This is an optimization exercise on Yosys and OpenROAD, whose aim is small area, a short achievable clock period and few clock cycles per item, not a production implementation.
The RTL was checked by simulation tests, not by an equivalence proof against the original design.
The clock input has no modelled driver; a real chip could not lean on it and would need a root buffer or a full tree.
Power figures rest on the tool's default switching activity, not on a simulated workload.

## the reference run
## mproc
module mproc (input wire clk, reset, input wire [15:0] ins, output wire [15:0] addr,
  output wire halted, wb_en, output wire [2:0] wb_addr, output wire [15:0] wb_data);
export LEC_CHECK = 0
export ABC_AREA = 1
export CAP_MARGIN = 20
export CORE_MARGIN = 2
export CORE_UTILIZATION = 40
export SLEW_MARGIN = 20
export TNS_END_PERCENT = 10
create_clock -name core_clock -period 12.0 [get_ports {clk}]
standard.sh (not shown) runs the stock make flow with config.mk's settings and CLKGATE_MAP_FILE= SYNTH_SCRIPT=/design/flow/synth_recipe.tcl, a recipe that flattens the netlist after the stock synthesis.
==> flow/flow/run.sh <==
#!/bin/bash
# The standard layout with four changes to how it is made:
#  - synthesis is the standard flow's own script with abc mapping for area
#    (flow/mysynth.tcl, flow/abc_area.script), and adders are left to abc
#    (no full/half-adder cells, which are slow);
#  - ports are buffered with buf_2 rather than a delay-cell buffer;
#  - the clock tree is built by flow/mytree.tcl (two balanced levels of
#    clkbuf_16: 4 roots on the clock port, 12 leaves) instead of TritonCTS,
#    for a shorter clock insertion delay;
#  - timing repair works until the setup slack is at least SETUP_SLACK_MARGIN.
# Each tool's output goes to standard_flow.log (and ORFS's own logs under orfs/logs).
set -euo pipefail
bash standard.sh SYNTH_SCRIPT="$PWD/flow/mysynth.tcl" ADDER_MAP_FILE= SETUP_SLACK_MARGIN=8.8 \
  'BUFFER_PORTS_ARGS=-buffer_cell sky130_fd_sc_hd__buf_2' \
  PRE_CTS_TCL="$PWD/flow/mytree.tcl" finish > standard_flow.log 2>&1
==> flow/flow/mytree.tcl <==
# A shallow clock tree built by hand: the register clock pins are split into
# NLEAF clusters (k-means on their locations), each driven by one leaf
# buffer at its centre; the leaf buffers are split the same way into NROOT
# groups, each driven by one root buffer, which the clock port drives.
proc mytree_kmeans { pts k } {
  # pts: list of {x y}; returns {assign centroids}
  set n [llength $pts]
  set order [lsort -real -index 0 $pts]
  set cent {}
  for {set c 0} {$c < $k} {incr c} {
    lappend cent [lindex $order [expr {int(($c+0.5)*$n/$k)}]]
  }
  for {set iter 0} {$iter < 50} {incr iter} {
    set sum [lrepeat $k {0 0 0}]
    set assign {}
    foreach p $pts {
      lassign $p x y
      set best 0; set bd 1e30
      for {set c 0} {$c < $k} {incr c} {
        lassign [lindex $cent $c] cx cy
        set d [expr {($x-$cx)*($x-$cx)+($y-$cy)*($y-$cy)}]
        if {$d < $bd} { set bd $d; set best $c }
      }
      lappend assign $best
      lassign [lindex $sum $best] sx sy sc
      lset sum $best [list [expr {$sx+$x}] [expr {$sy+$y}] [expr {$sc+1}]]
    }
    for {set c 0} {$c < $k} {incr c} {
      lassign [lindex $sum $c] sx sy sc
      if {$sc > 0} { lset cent $c [list [expr {$sx/double($sc)}] [expr {$sy/double($sc)}]] }
    }
  }
  return [list $assign $cent]
}

proc mytree_add_buf { block master name in_net cx cy } {
  set inst [odb::dbInst_create $block $master $name]
  set net [odb::dbNet_create $block "${name}_net"]
  $net setSigType CLOCK
  [$inst findITerm A] connect $in_net
  [$inst findITerm X] connect $net
  $inst setLocation [expr {int($cx)}] [expr {int($cy)}]
  $inst setPlacementStatus PLACED
  return $net
}

proc mytree_build { nleaf nroot leafcell rootcell } {
  set block [ord::get_db_block]
  set clk_net [[[$block findBTerm clk] getNet] getName]
  set clk_net [$block findNet $clk_net]
  set iterms [$clk_net getITerms]
  set pts {}
  foreach it $iterms {
    set bb [[$it getInst] getBBox]
    lappend pts [list [expr {([$bb xMin]+[$bb xMax])/2.0}] [expr {([$bb yMin]+[$bb yMax])/2.0}]]
  }
  lassign [mytree_kmeans $pts $nleaf] la lc
  # disconnect the sinks first
  foreach it $iterms { $it disconnect }
  set rootnets {}
  if {$nroot > 0} {
    lassign [mytree_kmeans $lc $nroot] ra rc
    set rm [[ord::get_db] findMaster $rootcell]
    for {set r 0} {$r < $nroot} {incr r} {
      lassign [lindex $rc $r] cx cy
      lappend rootnets [mytree_add_buf $block $rm "mytree_root_$r" $clk_net $cx $cy]
    }
  }
  set lm [[ord::get_db] findMaster $leafcell]
  set leafnets {}
  for {set c 0} {$c < $nleaf} {incr c} {
    lassign [lindex $lc $c] cx cy
    set in $clk_net
    if {$nroot > 0} { set in [lindex $rootnets [lindex $ra $c]] }
    lappend leafnets [mytree_add_buf $block $lm "mytree_leaf_$c" $in $cx $cy]
  }
  set cnt [lrepeat $nleaf 0]
  foreach it $iterms c $la {
    $it connect [lindex $leafnets $c]
    lset cnt $c [expr {[lindex $cnt $c]+1}]
  }
  puts "mytree: [llength $iterms] sinks over $nleaf leaves ([join $cnt /]), $nroot roots"
}

# Used as ORFS's PRE_CTS_TCL hook: build the tree here, then let the CTS
# step's clock_tree_synthesis call only switch to propagated clocks; the
# rest of the step (timing repair, detailed placement) runs as usual.
mytree_build 12 4 sky130_fd_sc_hd__clkbuf_16 sky130_fd_sc_hd__clkbuf_16
rename clock_tree_synthesis mytree_unused_cts
proc clock_tree_synthesis { args } {
  puts "clock_tree_synthesis replaced by the hand-built tree (mytree.tcl)"
  set_propagated_clock [all_clocks]
}
Other scripts of this flow, unchanged in this note and not shown: flow/flow/abc_area.script, flow/flow/mysynth.tcl
Testbench counts of the reference run, summed over its fixed seeds: cycles 29,394, instrs 28,434.
Input changes introduced in the trial run (baseline for comparison: the reference run):
Settings: TNS_END_PERCENT removed (was 10).
-- flow/flow/run.sh --
<<< the reference run, line 8
#    clkbuf_16: 4 roots on the clock port, 12 leaves) instead of TritonCTS,
>>> the trial run, line 8
#    buffers: 4 clkbuf_16 roots on the clock port, 16 clkbuf_8 leaves)
#    instead of TritonCTS,
-- flow/flow/mytree.tcl --
<<< the reference run, line 88
mytree_build 12 4 sky130_fd_sc_hd__clkbuf_16 sky130_fd_sc_hd__clkbuf_16
>>> the trial run, line 88
mytree_build 16 4 sky130_fd_sc_hd__clkbuf_8 sky130_fd_sc_hd__clkbuf_16
==> comparison <==
Summary of the comparison: timing-limited maximum frequency is higher in the trial run, relative to the reference run.
The trial run went all the way through synthesis, placement and routing and the layout is clean on timing, DRC and antenna.
Sequential share of cell area in the trial run is 0.17 points higher than in the reference run
Compared to the reference run, the trial run has met1 demand-to-capacity share in global routing 0.46 points lower.
From the reference run to the trial run the numbers moved as follows: total wire length after detailed routing essentially unchanged; total internal power went down by 4.9%.
| first-iteration DRC count | the trial run vs the reference run | worse |
In the metrics for the trial run and the reference run, the one carrying the lower final critical-path share of the clock period is the trial run.
In every run of this note, the design's own scripts or RTL, not TritonCTS, make the clock network.

* * *

== main ==
The RTL this note starts from:
==> flow/design.v <==
module alu_add16 (input wire [15:0] a, b, input wire cin,
  output wire [15:0] sum, g, p);
  assign g = a & b;
  assign p = a ^ b;
  wire [15:0] g0 = {g[15:1], g[0] | (p[0] & cin)};
  wire [15:0] p0 = p;
  wire [15:0] g1, p1, g2, p2, g3, p3, g4, p4;
  genvar i;
  generate
    for (i = 0; i < 16; i = i + 1) begin : pre
      if (i % 2 == 1) begin
        assign g1[i] = g0[i] | (p0[i] & g0[i-1]);
        assign p1[i] = p0[i] & p0[i-1];
      end else begin
        assign g1[i] = g0[i];
        assign p1[i] = p0[i];
      end
      if (i % 4 >= 2) begin
        assign g2[i] = g1[i] | (p1[i] & g1[(i/4)*4+1]);
        assign p2[i] = p1[i] & p1[(i/4)*4+1];
      end else begin
        assign g2[i] = g1[i];
        assign p2[i] = p1[i];
      end
      if (i % 8 >= 4) begin
        assign g3[i] = g2[i] | (p2[i] & g2[(i/8)*8+3]);
        assign p3[i] = p2[i] & p2[(i/8)*8+3];
      end else begin
        assign g3[i] = g2[i];
        assign p3[i] = p2[i];
      end
      if (i % 16 >= 8) begin
        assign g4[i] = g3[i] | (p3[i] & g3[7]);
        assign p4[i] = p3[i] & p3[7];
      end else begin
        assign g4[i] = g3[i];
        assign p4[i] = p3[i];
      end
    end
  endgenerate
  assign sum = p ^ {g4[14:0], cin};
endmodule
module mproc (input wire clk, reset, input wire [15:0] ins, output wire [15:0] addr,
  output wire halted, wb_en, output wire [2:0] wb_addr, output wire [15:0] wb_data);
  reg [15:0] rf [0:7];
  reg [15:0] pc;
  reg        x_v;       
  reg        x_h;       
  reg        x_sub;     
  reg        x_log;     
  reg        x_or;      
  reg [2:0]  x_d;
  reg [7:0]  x_sa, x_sb;  
  reg        rf_reset;  
  wire       is_alu = ins[15:11] == 5'd0;
  integer i;
  always @(posedge clk) begin
    if (reset) begin
      pc  <= 16'd0;
      x_v <= 1'b0;
      x_h <= 1'b0;
    end else if (!x_h) begin
      pc  <= pc + 16'd1;
      x_v <= is_alu;
      x_h <= !is_alu;
    end
    x_sub <= ins[10:9] == 2'b01;
    x_log <= ins[10];
    x_or  <= ins[9];
    x_d   <= ins[8:6];
    for (i = 0; i < 8; i = i + 1) begin
      x_sa[i] <= ins[2:0] == i;
      x_sb[i] <= ins[5:3] == i;
    end
    rf_reset <= reset;
  end
  reg [15:0] va, vb0;
  always @(*) begin
    va  = 16'd0;
    vb0 = 16'd0;
    for (i = 0; i < 8; i = i + 1) begin
      va  = va  | ({16{x_sa[i]}} & rf[i]);
      vb0 = vb0 | ({16{x_sb[i]}} & rf[i]);
    end
  end
  wire [15:0] vb = vb0 ^ {16{x_sub}};
  wire [15:0] sum, g, p;
  alu_add16 add (va, vb, x_sub, sum, g, p);
  wire [15:0] res = x_log ? (x_or ? (g | p) : g) : sum;
  wire [15:0] wd0 = res | {16{rf_reset}};
  wire [15:0] wdx = res & ~{16{rf_reset}};
  always @(posedge clk) begin
    if (rf_reset | (x_v & x_d == 3'd0)) rf[0] <= wd0;
    for (i = 1; i < 8; i = i + 1)
      if (rf_reset | (x_v & x_d == i)) rf[i] <= wdx;
  end
  reg        wb_en_r, halted_r;
  reg [2:0]  wb_addr_r;
  reg [15:0] wb_data_r;
  always @(posedge clk) begin
    wb_en_r   <= x_v & !reset;
    halted_r  <= x_h & !reset;
    wb_addr_r <= x_d;
    wb_data_r <= res;
  end
  assign addr    = pc;
  assign halted  = halted_r;
  assign wb_en   = wb_en_r;
  assign wb_addr = wb_addr_r;
  assign wb_data = wb_data_r;
endmodule
Settings: LEC_CHECK=0, ABC_AREA=1, CAP_MARGIN=20, CORE_MARGIN=2, CORE_UTILIZATION=40, SLEW_MARGIN=20; clock period 12.0 ns.
==> flow/flow/run.sh <==
#!/bin/bash
# The standard layout with four changes to how it is made:
#  - adders are left to abc (no full/half-adder cells, which are slow);
#  - ports are buffered with buf_2 rather than a delay-cell buffer;
#  - the clock tree is built by flow/mytree.tcl (two balanced levels of
#    clkbuf_16: 4 roots on the clock port, 12 leaves) instead of TritonCTS,
#    for a shorter clock insertion delay;
#  - timing repair works until the setup slack is at least SETUP_SLACK_MARGIN.
# Each tool's output goes to standard_flow.log (and ORFS's own logs under orfs/logs).
set -euo pipefail
bash standard.sh ADDER_MAP_FILE= SETUP_SLACK_MARGIN=8.8 \
  'BUFFER_PORTS_ARGS=-buffer_cell sky130_fd_sc_hd__buf_2' \
  PRE_CTS_TCL="$PWD/flow/mytree.tcl" finish > standard_flow.log 2>&1
Other scripts of this flow, unchanged in this note and not shown: flow/flow/mytree.tcl
The flow did not stop early for main: all stages ran, and the layout cleared the timing, design-rule and antenna checks.
Testbench counts of main, summed over its fixed seeds: cycles 29,394, instrs 28,434.
### main -> the feature branch
-- flow/flow/run.sh --
<<< main, line 3
#  - adders are left to abc (no full/half-adder cells, which are slow);
>>> the feature branch, line 3
#  - synthesis is the standard flow's own script with abc mapping for area
#    (flow/mysynth.tcl, flow/abc_area.script), and adders are left to abc
#    (no full/half-adder cells, which are slow);
<<< main, line 11
bash standard.sh ADDER_MAP_FILE= SETUP_SLACK_MARGIN=8.8 \
>>> the feature branch, line 13
bash standard.sh SYNTH_SCRIPT="$PWD/flow/mysynth.tcl" ADDER_MAP_FILE= SETUP_SLACK_MARGIN=8.8 \
==> flow/flow/abc_area.script (new file) <==
strash
dch
map -D 1800 -F 3
topo
stime -c
==> flow/flow/mysynth.tcl (new file) <==
# The standard synthesis script (synth_recipe.tcl) with one change: abc
# maps with flow/abc_area.script instead of ORFS's: a delay-targeted map
# (map -D, in ps) that recovers area on every path faster than the target.
set mysynth_abc_script [file join [file dirname [file normalize [info script]]] abc_area.script]
proc synth {args} { yosys synth -nofsm -noshare {*}$args }
proc abc {args} {
  set i [lsearch -exact $args -script]
  if {$i >= 0} { lset args [expr {$i+1}] $::mysynth_abc_script }
  yosys abc {*}$args
}
source $::env(SCRIPTS_DIR)/synth.tcl
# left out here: clear keep_hierarchy, flatten, clean up, hide names made inside functions, write 1_2_yosys.v
==> comparison <==
Re global-route wire length before repair: main and the feature branch aren't equal, and the higher value belongs to main. The share of cells above drive strength 1 in the feature branch sits 6.8 points above the value recorded for main. Comparing main and the feature branch, share of cell area taken by multi-input logic gates is higher on main. Between main and the feature branch, the portion of the clock cycle consumed by the worst path in the final layout figures differ only marginally. Count of routing violations after the opening detailed-route iteration in the feature branch is 5.5% lower than in main. For the feature branch, the most frequent standard cell in the layout excluding fill and tap cells was edfxtp_1, unlike main, where it was nand2_1.
No run of this note takes its clock network from TritonCTS; it comes from the design's own scripts or RTL.

-- what the ideal ports hide --
How much do the figures lean on ideal ports? The routed layouts below were timed once more, with nothing changed but the port constraints. Step 1 (the two cells are an assumption about what drives the block):
set clk [get_ports {clk}]
set_driving_cell -lib_cell sky130_fd_sc_hd__clkbuf_16 $clk
set_driving_cell -lib_cell sky130_fd_sc_hd__buf_2 [delete_from_list [all_inputs] $clk]
Step 2, shift: input delay + t, output delay - t, t = (earliest + latest rising clock arrival at the registers) / 2. This alone moves slack from input paths to output paths. Three values: ideal ports, drivers, drivers and shift; two values: the first two.
| run | t, ns | slack for setup (ns) | pins driven straight from the clock port |
|---|---|---|---|
| the reference run | 0.390 | 8.775 / 8.672 / 8.623 | 4 |
| the trial run | 0.385 | 8.831 / 8.732 / 8.593 | 4 |
| main | 0.373 | 8.837 / 8.742 / 8.765 | 4 |
| the feature branch | 0.378 | 8.827 / 8.730 / 8.593 | 4 |
After both steps setup and hold are still met in every run listed. For the trial run, which loses most, drivers alone change the setup slack by -0.099 ns; drivers and shift together by -0.238 ns.
